This is an optimization exercise on Yosys and OpenROAD, whose aim is a short achievable clock period and few clock cycles, not a production implementation.
In this exercise RTL edits were held to simulation tests only and were not proved equivalent to the original.
Power and IR drop assume default switching activity.

$ cat design/flow/config.mk
export PLATFORM = sky130hd
export DESIGN_NAME = cpu16_core
export DESIGN_NICKNAME = cpu16_core
export VERILOG_FILES = /design/flow/design.v
export SDC_FILE = /design/flow/constraint.sdc
export NUM_CORES = 4
export LEC_CHECK = 0
export ABC_CLOCK_PERIOD_IN_PS = 2000
export CAP_MARGIN = 20
export CORE_MARGIN = 2
export CORE_UTILIZATION = 40
export PLACE_DENSITY = 0.6
export SETUP_SLACK_MARGIN = 5
export SLEW_MARGIN = 20
export TNS_END_PERCENT = 100
$ cat design/flow/constraint.sdc
create_clock -name core_clock -period 8.0 [get_ports {clk}]
set_input_delay 1.6000 -clock core_clock [delete_from_list [all_inputs] [get_ports {clk}]]
set_output_delay 1.6000 -clock core_clock [all_outputs]
set_load 0.01 [all_outputs]
$ cat design/flow/design.v
`timescale 1ns / 1ps
module PC(
    input  wire        clk,
    input  wire        rst,
    output reg  [15:0] addr,
    output reg         go
);
    always @(posedge clk or posedge rst) begin
        if (rst) begin
            addr <= 16'h0000;
            go   <= 1'b0;
        end else begin
            addr <= addr + 16'd2;
            go   <= 1'b1;
        end
    end
endmodule
`timescale 1ns / 1ps
module Decoder(
    input  wire [15:0] instr,
    output wire [3:0]  src1,
    output wire [3:0]  src2,
    output wire [3:0]  rd,
    output wire        itype,
    output wire [7:0]  imm,
    output wire        sel_add,
    output wire        sel_sub,
    output wire        sel_or,
    output wire        sel_and,
    output wire        sel_slt,
    output wire        sel_shl,
    output wire        sel_shr
);
    wire [3:0] op = instr[15:12];
    assign src1  = instr[11:8];
    assign src2  = instr[7:4];
    assign imm   = instr[7:0];
    assign itype = (op == 4'd5) || (op == 4'd7) || (op == 4'd8);
    assign rd    = itype ? instr[11:8] : instr[3:0];
    assign sel_add = (op == 4'd0) || (op == 4'd7);
    assign sel_sub = (op == 4'd1) || (op == 4'd8);
    assign sel_or  = (op == 4'd2);
    assign sel_and = (op == 4'd3);
    assign sel_slt = (op == 4'd4);
    assign sel_shl = (op == 4'd5) && !instr[7];
    assign sel_shr = (op == 4'd5) &&  instr[7];
endmodule
`timescale 1ns / 1ps
module Registers(
    input  wire        clk,
    input  wire        rst,
    input  wire [3:0]  RS1,
    input  wire [3:0]  RS2,
    input  wire [3:0]  RA,
    input  wire [15:0] write_data,
    input  wire        reg_write,
    output wire [15:0] SR1_OUT,
    output wire [15:0] SR2_OUT
);
    wire [15:0] r [0:15];
    assign r[0] = 16'd0;
    genvar g;
    generate
        for (g = 1; g < 16; g = g + 1) begin : gr
            reg [15:0] q;
            always @(posedge clk or posedge rst) begin
                if (rst)
                    q <= 16'd0;
                else if (reg_write && RA == g)
                    q <= write_data;
            end
            assign r[g] = q;
        end
    endgenerate
    assign SR1_OUT = r[RS1];
    assign SR2_OUT = r[RS2];
endmodule
`timescale 1ns / 1ps
module ALU(
    input  wire [15:0] a,
    input  wire [15:0] b,
    input  wire [3:0]  shamt,
    input  wire        sel_add,
    input  wire        sel_sub,
    input  wire        sel_or,
    input  wire        sel_and,
    input  wire        sel_slt,
    input  wire        sel_shl,
    input  wire        sel_shr,
    output wire [15:0] alu_result
);
    wire [15:0] sum  = a + b;
    wire [15:0] diff = a - b;
    wire        lt   = a < b;
    wire [15:0] shl  = a << shamt;
    wire [15:0] shr  = a >> shamt;
    assign alu_result = ({16{sel_add}} & sum)
                      | ({16{sel_sub}} & diff)
                      | ({16{sel_or }} & (a | b))
                      | ({16{sel_and}} & (a & b))
                      | {15'd0, sel_slt & lt}
                      | ({16{sel_shl}} & shl)
                      | ({16{sel_shr}} & shr);
endmodule
`timescale 1ns / 1ps
module Control_Unit (
    input  wire [3:0] src,
    input  wire       src_used,
    input  wire       ex_v,
    input  wire [3:0] ex_rd,
    input  wire       wb_v,
    input  wire [3:0] wb_rd,
    output wire       fwd,
    output wire       byp
);
    wire nz = (src != 4'd0);
    assign fwd = src_used && nz && ex_v && (ex_rd == src);
    assign byp = nz && wb_v && (wb_rd == src);
endmodule
`timescale 1ns / 1ps
module cpu16_core (
    input  wire        clk,
    input  wire        rst,
    output wire [15:0] imem_addr,
    input  wire [15:0] imem_data,
    output wire        retire_valid,
    output wire [3:0]  retire_rd,
    output wire [15:0] retire_data
);
    wire go;
    PC pc_inst (
        .clk(clk),
        .rst(rst),
        .addr(imem_addr),
        .go(go)
    );
    reg [15:0] ir;
    reg        ir_v;
    always @(posedge clk or posedge rst) begin
        if (rst) ir_v <= 1'b0;
        else     ir_v <= go;
    end
    always @(posedge clk) ir <= imem_data;
    wire [3:0] src1, src2, rd;
    wire       itype;
    wire [7:0] imm;
    wire       d_add, d_sub, d_or, d_and, d_slt, d_shl, d_shr;
    Decoder dec_inst (
        .instr(ir),
        .src1(src1),
        .src2(src2),
        .rd(rd),
        .itype(itype),
        .imm(imm),
        .sel_add(d_add),
        .sel_sub(d_sub),
        .sel_or(d_or),
        .sel_and(d_and),
        .sel_slt(d_slt),
        .sel_shl(d_shl),
        .sel_shr(d_shr)
    );
    reg        ex_v;
    reg [3:0]  ex_rd;
    reg        wb_v;
    reg [3:0]  wb_rd;
    reg [15:0] res;
    wire [15:0] rf1, rf2;
    Registers reg_inst (
        .clk(clk),
        .rst(rst),
        .RS1(src1),
        .RS2(src2),
        .RA(wb_rd),
        .write_data(res),
        .reg_write(wb_v),
        .SR1_OUT(rf1),
        .SR2_OUT(rf2)
    );
    wire fwd1, byp1, fwd2, byp2;
    Control_Unit hz1 (
        .src(src1), .src_used(1'b1),
        .ex_v(ex_v), .ex_rd(ex_rd), .wb_v(wb_v), .wb_rd(wb_rd),
        .fwd(fwd1), .byp(byp1)
    );
    Control_Unit hz2 (
        .src(src2), .src_used(!itype),
        .ex_v(ex_v), .ex_rd(ex_rd), .wb_v(wb_v), .wb_rd(wb_rd),
        .fwd(fwd2), .byp(byp2)
    );
    wire [15:0] opa = byp1 ? res : rf1;
    wire [15:0] opb = itype ? {8'd0, imm} : (byp2 ? res : rf2);
    reg [15:0] ex_a, ex_b;
    reg        ex_fa, ex_fb;
    reg [3:0]  ex_sh;
    reg        ex_add, ex_sub, ex_or, ex_and, ex_slt, ex_shl, ex_shr;
    always @(posedge clk or posedge rst) begin
        if (rst) ex_v <= 1'b0;
        else     ex_v <= ir_v;
    end
    always @(posedge clk) begin
        ex_rd  <= rd;
        ex_a   <= opa;
        ex_b   <= opb;
        ex_fa  <= fwd1;
        ex_fb  <= fwd2;
        ex_sh  <= imm[3:0];
        ex_add <= d_add;
        ex_sub <= d_sub;
        ex_or  <= d_or;
        ex_and <= d_and;
        ex_slt <= d_slt;
        ex_shl <= d_shl;
        ex_shr <= d_shr;
    end
    wire [15:0] x = ex_fa ? res : ex_a;
    wire [15:0] y = ex_fb ? res : ex_b;
    wire [15:0] alu_result;
    ALU alu_inst (
        .a(x),
        .b(y),
        .shamt(ex_sh),
        .sel_add(ex_add),
        .sel_sub(ex_sub),
        .sel_or(ex_or),
        .sel_and(ex_and),
        .sel_slt(ex_slt),
        .sel_shl(ex_shl),
        .sel_shr(ex_shr),
        .alu_result(alu_result)
    );
    always @(posedge clk or posedge rst) begin
        if (rst) wb_v <= 1'b0;
        else     wb_v <= ex_v;
    end
    always @(posedge clk) begin
        wb_rd <= ex_rd;
        res   <= alu_result;
    end
    assign retire_valid = wb_v;
    assign retire_rd    = wb_rd;
    assign retire_data  = res;
endmodule
$ cat design/flow/run.sh
#!/bin/bash
# synth_recipe.tcl (not shown) runs the flow's synth.tcl, then flattens the netlist and writes it again
# the make line also repeats each setting of config.mk as NAME=value (left out here)
make -C /OpenROAD-flow-scripts/flow DESIGN_CONFIG=/design/flow/config.mk WORK_HOME=/design/flow/orfs CLKGATE_MAP_FILE= SYNTH_SCRIPT=/design/flow/synth_recipe.tcl finish
==> impl_results.md <==
* Register area share after synthesis at 40.1%
* Yosys Warn Count at 3
* Met3 Use GR at 8.49%
* RD Place Congestion at 0.954
* Layout cells sized above 1 at 29.9%
* Setup Skew at 21.1 ps
* Max Clock Freq at 328 MHz
* Critical path arrival at 3510 ps
* Reg clk slew, reported paths at 60 ps
* Most common cell after layout, fill and taps aside: mux2_2
* WS Path Type: reg2reg
* Syn nets at 2,051
* Starting Density at 40.6%
* CTS tree: built
* Hold_sp: pc_inst.go
* TritonCTS Buffers at 41
* DRT iter0 DRCs at 2,683
* Final number of setup-violating endpoints at 0
* Ports at 55
* Die W at 230 µm
* Antenna Nets Post-Route at 0
* PwrDens at 289 nW/µm²
* Vias per cell at 6.66
* Final Hold Fails at 0
* Reg-to-reg startpoint: ex_fa
* Global-route wire length before repair at 123 mm
* Async S/R FF share, synth at 75.3%
* Leakage at 10.3 nW
* Worst slew pin tran at 1320 ps
* Core area at 50,300 µm²
* Die Y at 230 µm
* Cells after Synth at 1,982
* Clock buffer depth at 3
* GRT Util Overall at 31.4%
* Predominant post-synthesis flop cell: dfrtp_1
* Via count at 18,100
* Min Clock Period, post-route at 3050 ps
* Setup TNS at 0 ps
* Min-Delay Path Class: reg2reg
* Critical Path Source Type: flip-flop
* CTS H-tree depth at 2
* Final wirelength at 84.4 mm
* Avg Inst Size Synth at 10.3 µm²
* Row Count at 82
* Synthesized cell area at 20,400 µm²
* Routing usage on met1 at 39.5%
* Global Route met2 Usage at 48.9%
* Most frequent cells in the layout: mux2_2 (278), dfrtp_1 (257), nor2_1 (109)
* Worst Setup End Kind: flip-flop
* Wirelength per Cell at 31.0 µm
* Tcrit/Tclk final at 38.1%
* Largest net degree at the start of global routing at 181
* WHS at 350 ps
* Top fanout value on the critical path at 8
* Clk sink count at 344
* Data required time of the worst path at 8460 ps
* Status: finished clean
* Input/output buffers at 53
* Die Area at 52,800 µm²
* Synth Register Bits at 344
* Synth-to-layout area growth at 17.7%
* Grt peak-use layer: met2
* Nets at 2,082
* Drt first pass iters at 8
* Vias in the first global route at 17,900
* Max transition margin at 11.9%
* Post-synth EDFFs at 0
* Hpwl dp at 52.6 mm
* Worst vdd ir at 0.000163 V
* Max-slew violations at 0
* Root Driver: clkbuf_16
* Worst skew pair latency at 590 ps
* Distinct cells, synth at 79
* GRT overflow at 0
* Initial antenna violation count at 3
* Drt drc at 0
* Unrepaired setup endpoints after global routing: yes
* MaxCap Viol Count at 0
* Worst setup path startpoint: ex_fa
worst paths after layout:
kind	end	slack, ps	cells after the start
min reg2reg	ir_v	350	0
min	ir_v	350	0
max in group asynchronous	wb_v	5190	3
min in group asynchronous	pc_inst.addr[12]	1370	2
max reg2reg	res[14]	4950	12
max	res[14]	4950	12
per-layer routing:
metal	routed length (µm)	vias to the layer above
li1	-	7465
met1	32400	9028
met2	37500	1284
met3	9040	365
met4	5520	0
met5	0	-
state kept, by name, summed over array words and instances (netlist names), 4 cells and up:
register,cells
ex_a,16
ex_b,16
ir,16
ex_rd,4
wb_rd,4
reg_inst.gr.q,240
pc_inst.addr,15
res,16
ex_sh,4
cells in the mapped netlist (6+ instances only):
library cell	n	area share [%]
a22o_1	21	0.90
and2_1	6	0.18
nor2b_1	20	0.61
nand3_1	47	1.2
a21oi_1	81	2.0
buf_4	7	0.26
nand4_1	13	0.40
nand2_1	108	2.0
nor3b_1	7	0.26
o22ai_1	15	0.46
a221oi_1	25	1.1
o31ai_1	11	0.40
nor2_1	129	2.4
mux4_2	38	4.2
o21ai_0	77	1.9
buf_1	18	0.33
dfxtp_1	85	8.3
and3_1	6	0.18
xor2_1	9	0.39
o21bai_1	6	0.22
a31oi_1	16	0.49
nor3_1	47	1.2
a32o_1	6	0.29
a32oi_1	19	0.82
a221o_1	9	0.44
a222oi_1	23	1.1
dfrtp_1	259	32
nor4_1	6	0.18
a22oi_1	95	3.5
inv_1	73	1.3
a211oi_1	9	0.33
clkbuf_1	105	1.9
o211ai_1	10	0.37
buf_2	33	0.81
ha_1	49	3.0
mux2i_1	78	3.8
mux2_2	278	15
xnor2_1	34	1.5
nand2b_1	17	0.52
area by class of cell:
class,count,area (µm²)
Antenna cell,4,10.0
Sequential cell,344,8270
Multi-Input combinational cell,1397,11600
Timing Repair Buffer,153,1580
Clock inverter,16,143
Tap cell,672,841
Inverter,76,290
Fill cell,4632,26300
Clock buffer,60,1240
stage by stage:
step                      total power, mW  util (%)  setup WS [ps]  area, µm²  cells
after floorplan                      3.96         -           2990      20500   1982
after global placement               4.63      43.0           4170      21600   2589
after detailed placement             4.66      43.0           4190      21600   2590
after CTS                            6.82      47.1           4930      23700   2708
after global routing                 7.22      47.7           4890      24000   2718
final                                6.94      47.8           4950      24000   2722
timing repair:
action,in CTS,in global routing
setup endpoints to repair,67,36
buffers inserted,38,9
cloned,4,1
pin swaps,9,9
gates resized for setup,138,45
hold buffers,0,0
cells by family after synthesis:
logic type	after synthesis	synth area share, %
AO/OA/AOI/OAI	477	16.6
AND/OR/NAND/NOR	430	9.91
multiplexers	394	23.4
flip-flops	344	40.1
buffers and inverters	241	4.88
adder cells (fa/ha/maj)	51	3.20
XOR/XNOR	43	1.85
other	2	0.0368
worst max-delay path, cell delays in order, from the launching register on:
cell and delay, ps:
dfxtp_4 360, buf_12 140, mux2i_4 260, inv_2 60, ha_4 180, fa_2 370, a211oi_2 250, o21bai_2 130
a211o_2 350, a221o_1 350, a21oi_2 150, xnor2_1 90, a211o_1 260
where the power goes:
group	leakage, nW	internal, mW	switching, mW
combinational	5.43	1.06	1.33
sequential	4.20	2.19	0.439
clock	0.686	1.14	0.780
total	10.3	4.39	2.55
Testbench counts, summed over its fixed seeds: cycles 48,024.

==> re-timing with driven ports <==
The flow's constraints put no driver on any port. The routed layout listed below was extracted and timed again, unchanged, in two steps. Step 1 sets driving cells, clkbuf_16 on the clock port and buf_2 on the other inputs (assumed; they add their load-dependent delay and slew). Step 2, shift: input delay + t, output delay - t, t = (earliest + latest rising clock arrival at the registers) / 2. This alone moves slack from input paths to output paths. Three values: ideal, step 1, step 2; two values: the first two.
t, ns: 0.635
setup WS [ns]: 4.951 / 4.951 / 4.599
worst data-port slew with drivers (ns): 0.07
pins driven straight from the clock port: 1
After both steps this run still meets setup and hold. For this run, drivers alone change the setup slack by 0.000 ns; drivers and shift together by -0.352 ns. The worst setup slack also covers recovery checks on asynchronous resets.
